Background: an optimization exercise with open tools, aiming at small area. Do not read the settings as production practice.
Where RTL was checked, it was by simulation tests only, not by an equivalence proof against the original.
The clock input has no modelled driver; a real chip could not lean on it and would need a root buffer or a full tree.
Power figures rest on the tool's default switching activity, not on a simulated workload.

==> run R <==
## top
module top
(
    input                   clk,
    input                   resetn,
    input       [15:0]      SW,
    input       [4:0]       BTN,
    output      [15:0]      LED,
    output                  DP,
    output      [7:0]       AN,
    output      [6:0]       C
    );
Settings: LEC_CHECK=0, CAP_MARGIN=20, CORE_MARGIN=2, CORE_UTILIZATION=40, SLEW_MARGIN=20; clock period 10.0 ns.
standard.sh (not shown) runs the stock make flow with config.mk's settings and CLKGATE_MAP_FILE= SYNTH_SCRIPT=/design/flow/synth_recipe.tcl, a recipe that flattens the netlist after the stock synthesis.
==> flow/flow/run.sh <==
#!/bin/bash
# Own layout flow: the standard ORFS flow (standard.sh) with four changes.
#  1. Synthesis is synth_recipe.tcl unchanged except that Yosys's abc pass maps
#     the combinational logic with flow/abc_area.script (area-oriented) instead
#     of ORFS's delay-oriented script. Registers are not touched by abc.
#  2. Port buffers are sky130_fd_sc_hd__buf_1.
#  3. TritonCTS runs as usual, then flow/clock_tree.tcl (POST_CTS hook)
#     replaces its tree with four clkbuf_8 buffers fed by the clock port.
# make's output goes to standard.log; ORFS keeps each step's log under orfs/logs.
set -euo pipefail
HERE=$(pwd)
cat > "$HERE/area_synth.tcl" <<EOS
proc abc {args} {
  set i [lsearch -exact \$args -script]
  if {\$i >= 0} { lset args [expr {\$i + 1}] $HERE/flow/abc_area.script }
  set j [lsearch -exact \$args -D]
  if {\$j >= 0} { set args [lreplace \$args \$j [expr {\$j + 1}]] }
  yosys abc {*}\$args
}
source $HERE/synth_recipe.tcl
EOS
export BUFFER_PORTS_ARGS="-buffer_cell sky130_fd_sc_hd__buf_1"
export CTS_ARGS="-sink_clustering_enable -repair_clock_nets -buf_list {sky130_fd_sc_hd__clkbuf_4 sky130_fd_sc_hd__clkbuf_8} -dont_use_dummy_load"
export POST_CTS_TCL="$HERE/flow/clock_tree.tcl"
export FLAT_CTS_BUF=sky130_fd_sc_hd__clkbuf_8
export FLAT_CTS_NET=clk
bash standard.sh SYNTH_SCRIPT="$HERE/area_synth.tcl" finish > standard.log 2>&1
==> flow/flow/abc_area.script <==
strash
balance -l
resub -K 6 -l
rewrite -l
resub -K 6 -N 2 -l
refactor -l
resub -K 8 -l
balance -l
resub -K 8 -N 2 -l
rewrite -l
resub -K 10 -l
rewrite -z -l
resub -K 10 -N 2 -l
balance -l
resub -K 12 -l
refactor -z -l
resub -K 12 -N 2 -l
rewrite -z -l
balance -l
balance -l
resub -K 6 -l
rewrite -l
resub -K 6 -N 2 -l
refactor -l
resub -K 8 -l
balance -l
resub -K 8 -N 2 -l
rewrite -l
resub -K 10 -l
rewrite -z -l
resub -K 10 -N 2 -l
balance -l
resub -K 12 -l
refactor -z -l
resub -K 12 -N 2 -l
rewrite -z -l
balance -l
dch
amap -F 4 -A 8
topo
Other scripts of this flow, unchanged in this note and not shown: flow/flow/clock_tree.tcl
==> run C: changes against run R <==
--- a/flow/design.v
+++ b/flow/design.v
@@ -144,28 +144,31 @@
     wire tic_end = tic[9] & tic[8] & tic[7] & tic[6] & tic[4] & tic[3] & tic[1] & tic[0];
     always @(posedge clk) begin
         if (rst | tic_end) tic <= 10'd178;
         else tic <= {tic[8:0], ~(tic[9] ^ tic[2])};
     end
     wire d1 = dig == 3'd1;
     wire d7 = dig == 3'd7;
-    wire [2:0] dig_t = (game & d1) ? 3'b111 :
-                       (menu & d1) ? 3'b010 :
-                       (err & d7)  ? 3'b100 :
-                       {dig[1] & dig[0], dig[0], 1'b1};
+    wire [2:0] dig_inc = {dig[2] ^ (dig[1] & dig[0]), dig[1] ^ dig[0], ~dig[0]};
     always @(posedge clk) begin
-        dig[0] <= rst | (dig[0] ^ (tic_end & dig_t[0]));
-        dig[1] <= ~rst & (dig[1] ^ (tic_end & dig_t[1]));
-        dig[2] <= ~rst & (dig[2] ^ (tic_end & dig_t[2]));
+        if (rst) dig <= 3'd1;
+        else if (tic_end) begin
+            if (game & d1) dig <= 3'd6;
+            else if ((menu & d1) | (err & d7)) dig <= 3'd3;
+            else dig <= dig_inc;
+        end
     end
     wire sd0 = dig == 3'd0;
     wire sd6 = dig == 3'd6;
-    wire [4:0] pt = dig[2] ? t2 : game ? t1 : {3'b0, st};
-    wire [3:0] po = dig[2] ? o2 : game ? o1 : so;
-    wire [4:0] dval = dig[0] ? pt : {1'b0, po};
+    wire [4:0] dval = ({5{game & sd0}} & {1'b0, o1}) |
+                      ({5{game & d1}}  & t1) |
+                      ({5{game & d7}}  & t2) |
+                      ({5{game & sd6}} & {1'b0, o2}) |
+                      ({5{menu & sd0}} & {1'b0, so}) |
+                      ({5{menu & d1}}  & {3'b0, st});
     wire [4:0] lval = err ? (d7 ? 5'd14 : (dig == 3'd4) ? 5'd0 : 5'd16) :
                       d7 ? 5'd5 : sd6 ? 5'd12 : (dig == 3'd5) ? 5'd0 : (dig == 3'd4) ? 5'd16 : 5'd14;
     wire hold = game ? ~(sd0 | d1 | d7 | sd6) :
                 menu ? (dig == 3'd2) :
                        (dig == 3'd0) | d1 | (dig == 3'd2);
     wire letter = ~game & (dig[2] | (dig[1] & dig[0]));
     always @(posedge clk) begin
--- a/flow/flow/abc_area.script
+++ b/flow/flow/abc_area.script
@@ -31,10 +31,10 @@
 resub -K 10 -N 2 -l
 balance -l
 resub -K 12 -l
 refactor -z -l
 resub -K 12 -N 2 -l
 rewrite -z -l
 balance -l
-dch
-amap -F 4 -A 8
+dch -f
+amap
 topo
==> qor summary <==
Period minus WS final: run R 3.85 ns; run C 3.83 ns
Core footprint: run R 0.00864 mm²; run C 0.00872 mm²
Yosys top cell area share: run R 36.9%; run C 36.3%
Sequential power: run R 301 µW; run C 297 µW
Basic-gate share of the synthesized area counting and, or, nand and nor cells: run R 22.0%; run C 23.6%
Power share of the clock group: run R 22.5%; run C 23.4%
Critical Path End Type: run R primary output; run C register
Switching share of total power: run R 25.7%; run C 23.1%
Die boundary width: run R 97.9 µm; run C 98.6 µm
Initial Utilization: run R 40.8%; run C 41.1%
Fraction of standard cell area in multi-input logic: run R 46.5%; run C 47.0%
Sequential power share: run R 63.1%; run C 66.2%
Final Wtd Congestion: run R 0.944; run C 0.959
Run status: run R finished clean; run C finished clean
Arrival time at the worst endpoint: run R 1.85 ns; run C 3.90 ns
Crit Path Max Fanout: run R 14; run C 18
Highest attainable clock frequency: run R 0.260 GHz; run C 0.261 GHz
GR Util met2: run R 29.0%; run C 26.6%
The RTL of run C was laid out without a check of its function. No run of this note takes its clock network from TritonCTS; it comes from the design's own scripts or RTL.

[static timing again, ports no longer ideal]
The results above use ideal ports. As a check the final layouts listed here were re-extracted and re-timed, cells and wires unchanged. Step 1: set_driving_cell puts a clkbuf_16 on clk and a buf_2 on each other input, an assumption about the parent block. Step 2 moves the port delays by t, midway between the first and last clock arrival at a register: inputs arrive t later, outputs are due t later. That takes back most of the time a late clock gives input paths. Three values: no drivers, after step 1, after step 2; two values: the first two.
run	t (ns)	setup WS [ns]	hold slack, ns	clock arrival spread, ns	worst register clock-pin slew, ns
run R	0.223	6.153 / 6.089 / 6.010	0.360 / 0.360 / 0.360	0.006 / 0.005	0.11 / 0.11
run C	0.217	6.173 / 6.209 / 5.992	0.359 / 0.359 / 0.359	0.006 / 0.006	0.10 / 0.10
After both steps every run listed still meets setup and hold. The setup slack of run C, which loses most, moves by +0.036 ns with the drivers and by -0.181 ns with both steps.
